This is an optimization exercise on Yosys and OpenROAD, whose aim is small area, not a production implementation.
Function was checked by simulation only, so behaviour that the tests miss may differ from the original.
The flow treats the clock pin as an ideal source, which a real chip does not have.
Power is estimated from default activity; no workload was simulated.

pepper:
==> flow/design.v <==
`timescale 1ns / 1ps
module periph_top(
    input         clk,
    input         resetn,
    input         req_i,
    input         we_i,
    input  [31:0] addr_i,
    input  [31:0] wdata_i,
    input  [15:0] SW,
    input         BTNU, BTNL, BTNC, BTNR, BTND,
    output        req_m,
    output        we_m,
    output [5:0]  req,
    output        we_d,
    output [2:0]  RDsel_o,
    output [31:0] led_rdata,
    output [31:0] seg_rdata,
    output [31:0] sw_rdata,
    output [15:0] LED,
    output        CA, CB, CC, CD, CE, CF, CG,
    output [7:0]  AN
  );
  wire [2:0] win  = addr_i[14:12];
  wire       base = req_i & addr_i[31] & ~|addr_i[30:15];
  wire       dev  = base & ~(win[2] & win[1]);
  assign req_m   = req_i & ~dev;
  assign we_m    = req_m & we_i;
  assign we_d    = dev & we_i;
  assign req     = {6{dev}} & (6'b1 << win);
  assign RDsel_o = dev ? win + 3'd1 : 3'd0;
  wire [11:0] off = addr_i[11:0];
  reg  [19:0] bt;
  reg         clk_strb;
  wire        bt_tc  = (bt == 20'b01111101001101011001);
  wire        bt_clr = ~resetn | bt_tc;
  always @(posedge clk) begin
    bt       <= ~({bt[18:0], bt[19] ^ bt[16]} | {20{bt_clr}});
    clk_strb <= resetn & (clk_strb ^ bt_tc);
  end
  reg [15:0] LED_reg, data_strb, led_out;
  wire led_a = req[0] & (off == 12'h800);
  wire led_b = req[0] & (off == 12'hF00);
  wire led_wok = we_d & ~|wdata_i[31:16];
  wire        rst   = ~resetn;
  wire [15:0] wd16  = wdata_i[15:0] & {16{resetn}};
  always @(posedge clk) begin
    if ((led_a & led_wok) | rst) LED_reg <= wd16;
    if ((led_b & led_wok) | rst) data_strb <= wd16;
    if (led_a | led_b | rst) led_out <= (led_a & resetn) ? LED_reg : (data_strb & {16{resetn}});
  end
  assign LED = clk_strb ? (LED_reg | data_strb) : (LED_reg & ~data_strb);
  assign led_rdata = {16'b0, led_out};
  reg [31:0] wseg;
  reg        pv;
  reg [2:0]  pidx;
  reg [3:0]  pval;
  reg [7:0]  select_seg;
  reg        sv;           
  reg [2:0]  sidx;         
  reg        segw;         
  reg [7:0]  seg_lo;       
  wire [7:0] strb_sel = {8{sv}} & (8'b1 << sidx);
  wire sreq    = req[1];
  wire sw_e    = sreq & we_d;
  wire dig     = (off[11:5] == 7'b0) & (off[1:0] == 2'b0);
  wire o_sel   = (off == 12'h020);
  wire o_strb  = (off == 12'h024);
  wire o_res   = (off == 12'h028);
  wire w4z     = ~|wdata_i[31:4];
  wire w8z     = ~|wdata_i[31:8];
  wire wff     = &wdata_i[7:0];
  wire w74z    = ~|wdata_i[7:4];
  wire       dwr   = sw_e & dig & w4z;
  wire       clr   = rst | (sw_e & o_res);
  wire [3:0] cd    = pval & {4{~clr}};
  integer k;
  always @(posedge clk) begin
    for (k = 0; k < 8; k = k + 1)
      if ((sreq & pv & (pidx == k)) | clr) wseg[4*k +: 4] <= cd;
    if (sreq | rst) begin
      pv     <= resetn & dwr;
      segw   <= resetn & dig;
      seg_lo <= {8{resetn}} & (o_sel ? select_seg : o_strb ? strb_sel : 8'b0);
    end
    if ((sw_e & o_sel & w8z) | clr) select_seg <= (sw_e & o_res & resetn) ? 8'hFF : wdata_i[7:0] & {8{resetn}};
    if ((sw_e & o_strb & (wff | w74z)) | clr) sv <= resetn & ~(sw_e & o_res) & ~wff & ~wdata_i[3];
  end
  always @(posedge clk) begin
    if (dwr) begin
      pidx <= off[4:2];
      pval <= wdata_i[3:0];
    end
    if (sw_e & o_strb & w74z) sidx <= wdata_i[2:0];
  end
  assign seg_rdata = segw ? wseg : {24'b0, seg_lo};
  reg [9:0] sc;
  reg       av;            
  reg [2:0] aidx;          
  wire      sc_tc  = (sc == 10'b1100100011);
  wire      sc_clr = ~resetn | sc_tc;
  always @(posedge clk) begin
    sc <= ~({sc[8:0], sc[9] ^ sc[6]} | {10{sc_clr}});
    av <= resetn & (av | sc_tc);
    if (sc_tc) aidx <= {3{av}} & (aidx + 3'd1);
  end
  wire [7:0] anon = {8{av}} & (8'b1 << aidx);
  reg [3:0] cur, prv;
  reg       first;
  always @(posedge clk) begin
    cur   <= {4{resetn}} & ((av & pv & (pidx == aidx)) ? pval : (av ? wseg[4*aidx +: 4] : 4'b0));
    prv   <= cur;
    first <= ~resetn;
  end
  wire [15:0] dhot = 16'b1 << prv;
  wire [6:0]  pat;
  assign pat[6] = |(dhot & 16'b0010100000010010);   
  assign pat[5] = |(dhot & 16'b1101100001100000);   
  assign pat[4] = |(dhot & 16'b1101000000000100);   
  assign pat[3] = |(dhot & 16'b1000010010010010);   
  assign pat[2] = |(dhot & 16'b0000001010111010);   
  assign pat[1] = |(dhot & 16'b0010000010001110);   
  assign pat[0] = |(dhot & 16'b0001000010000011);   
  assign {CA, CB, CC, CD, CE, CF, CG} = pat | {7{first}};
  assign AN = ~(anon & (select_seg | (strb_sel & {8{clk_strb}})));
  reg [15:0] sw_out;
  wire sw_a = req[2] & (off == 12'h000);
  wire sw_b = req[2] & (off == 12'h004);
  always @(posedge clk)
    if (sw_a | sw_b | rst)
      sw_out <= {16{resetn}} & (sw_a ? SW : {11'b0, BTNU, BTNL, BTNC, BTNR, BTND});
  assign sw_rdata = {16'b0, sw_out};
endmodule
clock: 10.0 ns
lec_check: 0
cap_margin: 20
core_margin: 2
core_utilization: 60
slew_margin: 20
buffer_ports_args: -buffer_cell sky130_fd_sc_hd__buf_1
skip_repair_tie_fanout: 1
cts_args: -sink_clustering_enable -repair_clock_nets -dont_use_dummy_load -buf_list sky130_fd_sc_hd__clkbuf_8
post_cts_tcl: /design/flow/flow/shrink_clk.tcl
standard.sh (not shown) runs the stock make flow with config.mk's settings and CLKGATE_MAP_FILE= SYNTH_SCRIPT=/design/flow/synth_recipe.tcl, a recipe that flattens the netlist after the stock synthesis.
==> flow/flow/run.sh <==
#!/bin/bash
# Layout flow: the standard flow (standard.sh) with these changes.
#  - Synthesis is the standard flow's own script, except that its abc call maps the logic
#    with an area-oriented script (flow/area.abc) and the extract_fa pass (which
#    makes half/full-adder cells of small xor/and groups) is skipped. Every
#    other pass, flip-flop mapping included, is the standard one, so the
#    registers are the standard synthesis's.
#  - The port buffers are the smallest buffer cell.
#  - One tie cell drives all the constant outputs (no tie fanout repair).
#  - Clock tree synthesis adds no dummy loads, and afterwards each clock buffer
#    (the leaves first, the root last) is made a clkbuf_4 where the flip-flop
#    clock slew stays under 110 ps (flow/shrink_clk.tcl).
set -euo pipefail
W=$PWD
cat >> config.mk <<'EOC'
export BUFFER_PORTS_ARGS = -buffer_cell sky130_fd_sc_hd__buf_1
export SKIP_REPAIR_TIE_FANOUT = 1
export CTS_ARGS = -sink_clustering_enable -repair_clock_nets -dont_use_dummy_load -buf_list sky130_fd_sc_hd__clkbuf_8
EOC
echo "export POST_CTS_TCL = $W/flow/shrink_clk.tcl" >> config.mk
{
  cat <<'EOT'
proc extract_fa {args} { puts "extract_fa skipped" }
proc abc {args} {
  set i [lsearch -exact $args -script]
  if { $i >= 0 } { lset args [expr {$i + 1}] $::env(AREA_ABC_SCRIPT) }
  yosys abc {*}$args
}
EOT
  cat synth_recipe.tcl
} > area_synth.tcl
sed "s|SYNTH_SCRIPT=[^ ]*|SYNTH_SCRIPT=$W/area_synth.tcl|" standard.sh > area_standard.sh
export AREA_ABC_SCRIPT=$W/flow/area.abc
bash area_standard.sh > standard.log 2>&1
Other scripts of this flow, unchanged in this note and not shown: flow/flow/area.abc, flow/flow/shrink_clk.tcl
Input-level comparison between umber and pepper:
--- a/flow/design.v
+++ b/flow/design.v
@@ -55,5 +55,6 @@
   reg [2:0]  pidx;
   reg [3:0]  pval;
-  reg [7:0]  select_seg;
+  reg [7:0]  nsel;         
+  wire [7:0] select_seg = ~nsel;
   reg        sv;           
   reg [2:0]  sidx;         
@@ -83,5 +84,5 @@
       seg_lo <= {8{resetn}} & (o_sel ? select_seg : o_strb ? strb_sel : 8'b0);
     end
-    if ((sw_e & o_sel & w8z) | clr) select_seg <= (sw_e & o_res & resetn) ? 8'hFF : wdata_i[7:0] & {8{resetn}};
+    if ((sw_e & o_sel & w8z) | clr) nsel <= ~((sw_e & o_res & resetn) ? 8'hFF : wdata_i[7:0] & {8{resetn}});
     if ((sw_e & o_strb & (wff | w74z)) | clr) sv <= resetn & ~(sw_e & o_res) & ~wff & ~wdata_i[3];
   end
==> summary.txt <==
Looking at pepper and umber, the internal power is a wash.
Going from pepper to umber, met3 layer wire length in the routed design shrinks by 14%.
Diff pepper -> umber: highest clock rate moved up, fraction of area in multi-input gates shows a reduction of 0.41 points, worst setup slack before clock tree synthesis -0.038 ns.


periph_top with an RTL version that a note above also has.
Size in the first run: ~170 flip-flops, roughly 7200 um2 of cells after synthesis.
// periph_top
module periph_top(
    input         clk,
    input         resetn,
    input         req_i,
    input         we_i,
    input  [31:0] addr_i,
    input  [31:0] wdata_i,
    input  [15:0] SW,
    input         BTNU, BTNL, BTNC, BTNR, BTND,
    output        req_m,
    output        we_m,
    output [5:0]  req,
    output        we_d,
    output [2:0]  RDsel_o,
    output [31:0] led_rdata,
    output [31:0] seg_rdata,
    output [31:0] sw_rdata,
    output [15:0] LED,
    output        CA, CB, CC, CD, CE, CF, CG,
    output [7:0]  AN
  );
==> module periph_top, before the edit <==
module periph_top(
    input         clk,
    input         resetn,
    input         req_i,
    input         we_i,
    input  [31:0] addr_i,
    input  [31:0] wdata_i,
    input  [15:0] SW,
    input         BTNU, BTNL, BTNC, BTNR, BTND,
    output        req_m,
    output        we_m,
    output [5:0]  req,
    output        we_d,
    output [2:0]  RDsel_o,
    output [31:0] led_rdata,
    output [31:0] seg_rdata,
    output [31:0] sw_rdata,
    output [15:0] LED,
    output        CA, CB, CC, CD, CE, CF, CG,
    output [7:0]  AN
  );
  wire [2:0] win  = addr_i[14:12];
  wire       base = req_i & addr_i[31] & ~|addr_i[30:15];
  wire       dev  = base & ~(win[2] & win[1]);
  assign req_m   = req_i & ~dev;
  assign we_m    = req_m & we_i;
  assign we_d    = dev & we_i;
  assign req     = {6{dev}} & (6'b1 << win);
  assign RDsel_o = dev ? win + 3'd1 : 3'd0;
  wire [11:0] off = addr_i[11:0];
  reg  [19:0] bt;
  reg         clk_strb;
  wire        bt_tc  = (bt == 20'b01111101001101011001);
  wire        bt_clr = ~resetn | bt_tc;
  always @(posedge clk) begin
    bt       <= ~({bt[18:0], bt[19] ^ bt[16]} | {20{bt_clr}});
    clk_strb <= resetn & (clk_strb ^ bt_tc);
  end
  reg [15:0] LED_reg, data_strb, led_out;
  wire led_a = req[0] & (off == 12'h800);
  wire led_b = req[0] & (off == 12'hF00);
  wire led_wok = we_d & ~|wdata_i[31:16];
  wire        rst   = ~resetn;
  wire [15:0] wd16  = wdata_i[15:0] & {16{resetn}};
  always @(posedge clk) begin
    if ((led_a & led_wok) | rst) LED_reg <= wd16;
    if ((led_b & led_wok) | rst) data_strb <= wd16;
    if (led_a | led_b | rst) led_out <= (led_a & resetn) ? LED_reg : (data_strb & {16{resetn}});
  end
  assign LED = clk_strb ? (LED_reg | data_strb) : (LED_reg & ~data_strb);
  assign led_rdata = {16'b0, led_out};
  reg [31:0] wseg;
  reg        pv;
  reg [2:0]  pidx;
  reg [3:0]  pval;
  reg [7:0]  nsel;         
  wire [7:0] select_seg = ~nsel;
  reg        sv;           
  reg [2:0]  sidx;         
  reg        segw;         
  reg [7:0]  seg_lo;       
  wire [7:0] strb_sel = {8{sv}} & (8'b1 << sidx);
  wire sreq    = req[1];
  wire sw_e    = sreq & we_d;
  wire dig     = (off[11:5] == 7'b0) & (off[1:0] == 2'b0);
  wire o_sel   = (off == 12'h020);
  wire o_strb  = (off == 12'h024);
  wire o_res   = (off == 12'h028);
  wire w4z     = ~|wdata_i[31:4];
  wire w8z     = ~|wdata_i[31:8];
  wire wff     = &wdata_i[7:0];
  wire w74z    = ~|wdata_i[7:4];
  wire       dwr   = sw_e & dig & w4z;
  wire       clr   = rst | (sw_e & o_res);
  wire [3:0] cd    = pval & {4{~clr}};
  integer k;
  always @(posedge clk) begin
    for (k = 0; k < 8; k = k + 1)
      if ((sreq & pv & (pidx == k)) | clr) wseg[4*k +: 4] <= cd;
    if (sreq | rst) begin
      pv     <= resetn & dwr;
      segw   <= resetn & dig;
      seg_lo <= {8{resetn}} & (o_sel ? select_seg : o_strb ? strb_sel : 8'b0);
    end
    if ((sw_e & o_sel & w8z) | clr) nsel <= ~((sw_e & o_res & resetn) ? 8'hFF : wdata_i[7:0] & {8{resetn}});
    if ((sw_e & o_strb & (wff | w74z)) | clr) sv <= resetn & ~(sw_e & o_res) & ~wff & ~wdata_i[3];
  end
  always @(posedge clk) begin
    if (dwr) begin
      pidx <= off[4:2];
      pval <= wdata_i[3:0];
    end
    if (sw_e & o_strb & w74z) sidx <= wdata_i[2:0];
  end
  assign seg_rdata = segw ? wseg : {24'b0, seg_lo};
  reg [9:0] sc;
  reg       av;            
  reg [2:0] aidx;          
  wire      sc_tc  = (sc == 10'b1100100011);
  wire      sc_clr = ~resetn | sc_tc;
  always @(posedge clk) begin
    sc <= ~({sc[8:0], sc[9] ^ sc[6]} | {10{sc_clr}});
    av <= resetn & (av | sc_tc);
    if (sc_tc) aidx <= {3{av}} & (aidx + 3'd1);
  end
  wire [7:0] anon = {8{av}} & (8'b1 << aidx);
  reg [3:0] cur, prv;
  reg       first;
  always @(posedge clk) begin
    cur   <= {4{resetn}} & ((av & pv & (pidx == aidx)) ? pval : (av ? wseg[4*aidx +: 4] : 4'b0));
    prv   <= cur;
    first <= ~resetn;
  end
  wire [15:0] dhot = 16'b1 << prv;
  wire [6:0]  pat;
  assign pat[6] = |(dhot & 16'b0010100000010010);   
  assign pat[5] = |(dhot & 16'b1101100001100000);   
  assign pat[4] = |(dhot & 16'b1101000000000100);   
  assign pat[3] = |(dhot & 16'b1000010010010010);   
  assign pat[2] = |(dhot & 16'b0000001010111010);   
  assign pat[1] = |(dhot & 16'b0010000010001110);   
  assign pat[0] = |(dhot & 16'b0001000010000011);   
  assign {CA, CB, CC, CD, CE, CF, CG} = pat | {7{first}};
  assign AN = ~(anon & (select_seg | (strb_sel & {8{clk_strb}})));
  reg [15:0] sw_out;
  wire sw_a = req[2] & (off == 12'h000);
  wire sw_b = req[2] & (off == 12'h004);
  always @(posedge clk)
    if (sw_a | sw_b | rst)
      sw_out <= {16{resetn}} & (sw_a ? SW : {11'b0, BTNU, BTNL, BTNC, BTNR, BTND});
  assign sw_rdata = {16'b0, sw_out};
endmodule
clock: 10.0 ns
lec_check: 0
cap_margin: 20
core_margin: 2
core_utilization: 55
slew_margin: 20
buffer_ports_args: -buffer_cell sky130_fd_sc_hd__buf_1
skip_repair_tie_fanout: 1
cts_args: -sink_clustering_enable -repair_clock_nets -dont_use_dummy_load -buf_list sky130_fd_sc_hd__clkbuf_8
post_cts_tcl: /design/flow/flow/shrink_clk.tcl
==> flow/flow/area.abc <==
strash
balance
rewrite
refactor
balance
rewrite
rewrite -z
balance
refactor -z
rewrite -z
balance
balance
rewrite
refactor
balance
rewrite
rewrite -z
balance
refactor -z
rewrite -z
balance
dch -f
amap
mfs2
strash
&get -n
&dch -f
&nf -a -R 2000 -E 50
&put
topo
==> flow/flow/shrink_clk.tcl <==
set small_buf sky130_fd_sc_hd__clkbuf_4
set slew_cap 0.110
proc clk_max_slew {} {
  set m 0.0
  foreach p [get_pins -hierarchical */CLK] {
    set s [get_property $p slew_max]
    if { $s > $m } { set m $s }
  }
  return $m
}
estimate_parasitics -placement
puts "clock buffer resize: max flip-flop clock slew before [clk_max_slew]"
set leaves {}
set roots {}
foreach inst [get_cells -hierarchical clkbuf_*] {
  if { [get_property $inst full_name] == "clkbuf_0_clk" } {
    lappend roots $inst
  } else {
    lappend leaves $inst
  }
}
foreach inst [concat $leaves $roots] {
  set name [get_property $inst full_name]
  set orig [get_property [get_property $inst liberty_cell] name]
  if { $orig == $small_buf } { continue }
  replace_cell $inst $small_buf
  estimate_parasitics -placement
  if { [clk_max_slew] <= $slew_cap } {
    puts "clock buffer resize: $name $orig -> $small_buf"
  } else {
    replace_cell $inst $orig
  }
}
estimate_parasitics -placement
puts "clock buffer resize: max flip-flop clock slew after [clk_max_slew]"
Scripts as last shown in full above: flow/flow/run.sh
Then changed:
--- a/flow/design.v
+++ b/flow/design.v
@@ -50,18 +50,18 @@
   end
   assign LED = clk_strb ? (LED_reg | data_strb) : (LED_reg & ~data_strb);
   assign led_rdata = {16'b0, led_out};
   reg [31:0] wseg;
   reg        pv;
-  reg [2:0]  pidx;
-  reg [3:0]  pval;
   reg [7:0]  nsel;         
   wire [7:0] select_seg = ~nsel;
   reg        sv;           
   reg [2:0]  sidx;         
   reg        segw;         
   reg [7:0]  seg_lo;       
+  wire [2:0] pidx = seg_lo[6:4];
+  wire [3:0] pval = seg_lo[3:0];
   wire [7:0] strb_sel = {8{sv}} & (8'b1 << sidx);
   wire sreq    = req[1];
   wire sw_e    = sreq & we_d;
   wire dig     = (off[11:5] == 7'b0) & (off[1:0] == 2'b0);
   wire o_sel   = (off == 12'h020);
@@ -79,22 +79,19 @@
     for (k = 0; k < 8; k = k + 1)
       if ((sreq & pv & (pidx == k)) | clr) wseg[4*k +: 4] <= cd;
     if (sreq | rst) begin
       pv     <= resetn & dwr;
       segw   <= resetn & dig;
-      seg_lo <= {8{resetn}} & (o_sel ? select_seg : o_strb ? strb_sel : 8'b0);
+      seg_lo <= {8{resetn}} & (dig    ? {1'b0, off[4:2], wdata_i[3:0]} :
+                               o_sel  ? select_seg :
+                               o_strb ? strb_sel : 8'b0);
     end
     if ((sw_e & o_sel & w8z) | clr) nsel <= ~((sw_e & o_res & resetn) ? 8'hFF : wdata_i[7:0] & {8{resetn}});
     if ((sw_e & o_strb & (wff | w74z)) | clr) sv <= resetn & ~(sw_e & o_res) & ~wff & ~wdata_i[3];
   end
-  always @(posedge clk) begin
-    if (dwr) begin
-      pidx <= off[4:2];
-      pval <= wdata_i[3:0];
-    end
+  always @(posedge clk)
     if (sw_e & o_strb & w74z) sidx <= wdata_i[2:0];
-  end
   assign seg_rdata = segw ? wseg : {24'b0, seg_lo};
   reg [9:0] sc;
   reg       av;            
   reg [2:0] aidx;          
   wire      sc_tc  = (sc == 10'b1100100011);
The changed run went through all stages and came out clean.
Flip-flop and latch count goes down by 7.
Power falls by a few percent.
Worst setup slack degrades by 0.29 ns.
Maximum frequency went down by a few percent.
Clock-buffer cell count is unchanged.
Final area went down by a few percent.
Cell count rose slightly.
Die area falls by a few percent.
Via count falls slightly.
Synthesized area went down by a few percent.
Non-clock buffer count rises by 2.
Utilization went down by 0.59 points.
Critical path depth stays the same.

==> static timing again, ports no longer ideal <==
The results above use ideal ports. As a check the final layouts listed here were re-extracted and re-timed, cells and wires unchanged.
Step 1 (the two cells are an assumption about what drives the block):
set clk [get_ports {clk}]
set_driving_cell -lib_cell sky130_fd_sc_hd__clkbuf_16 $clk
set_driving_cell -lib_cell sky130_fd_sc_hd__buf_2 [delete_from_list [all_inputs] $clk]
Step 2, shift: input delay + t, output delay - t, t = (earliest + latest rising clock arrival at the registers) / 2. This alone moves slack from input paths to output paths.
Slacks: no drivers / after step 1 / after step 2; pairs: no drivers / after step 1.
run | shift t [ns] | slack for setup (ns) | latest minus earliest clock arrival (ns) | worst register clock-pin slew, ns | worst data-port slew with drivers (ns)
pepper | 0.460 | 4.041 / 4.020 / 4.020 | 0.035 / 0.036 | 0.11 / 0.11 | 0.05
umber | 0.455 | 4.088 / 4.067 / 4.067 | 0.040 / 0.040 | 0.11 / 0.11 | 0.08
the first run of note 2 | 0.468 | 4.152 / 4.127 / 4.127 | 0.040 / 0.040 | 0.11 / 0.11 | 0.05
the second run of note 2 | 0.458 | 3.862 / 3.835 / 3.835 | 0.036 / 0.036 | 0.11 / 0.11 | 0.06
After both steps every run listed still meets setup and hold. For the second run of note 2, which loses most, drivers alone change the setup slack by -0.027 ns; drivers and shift together by -0.027 ns.
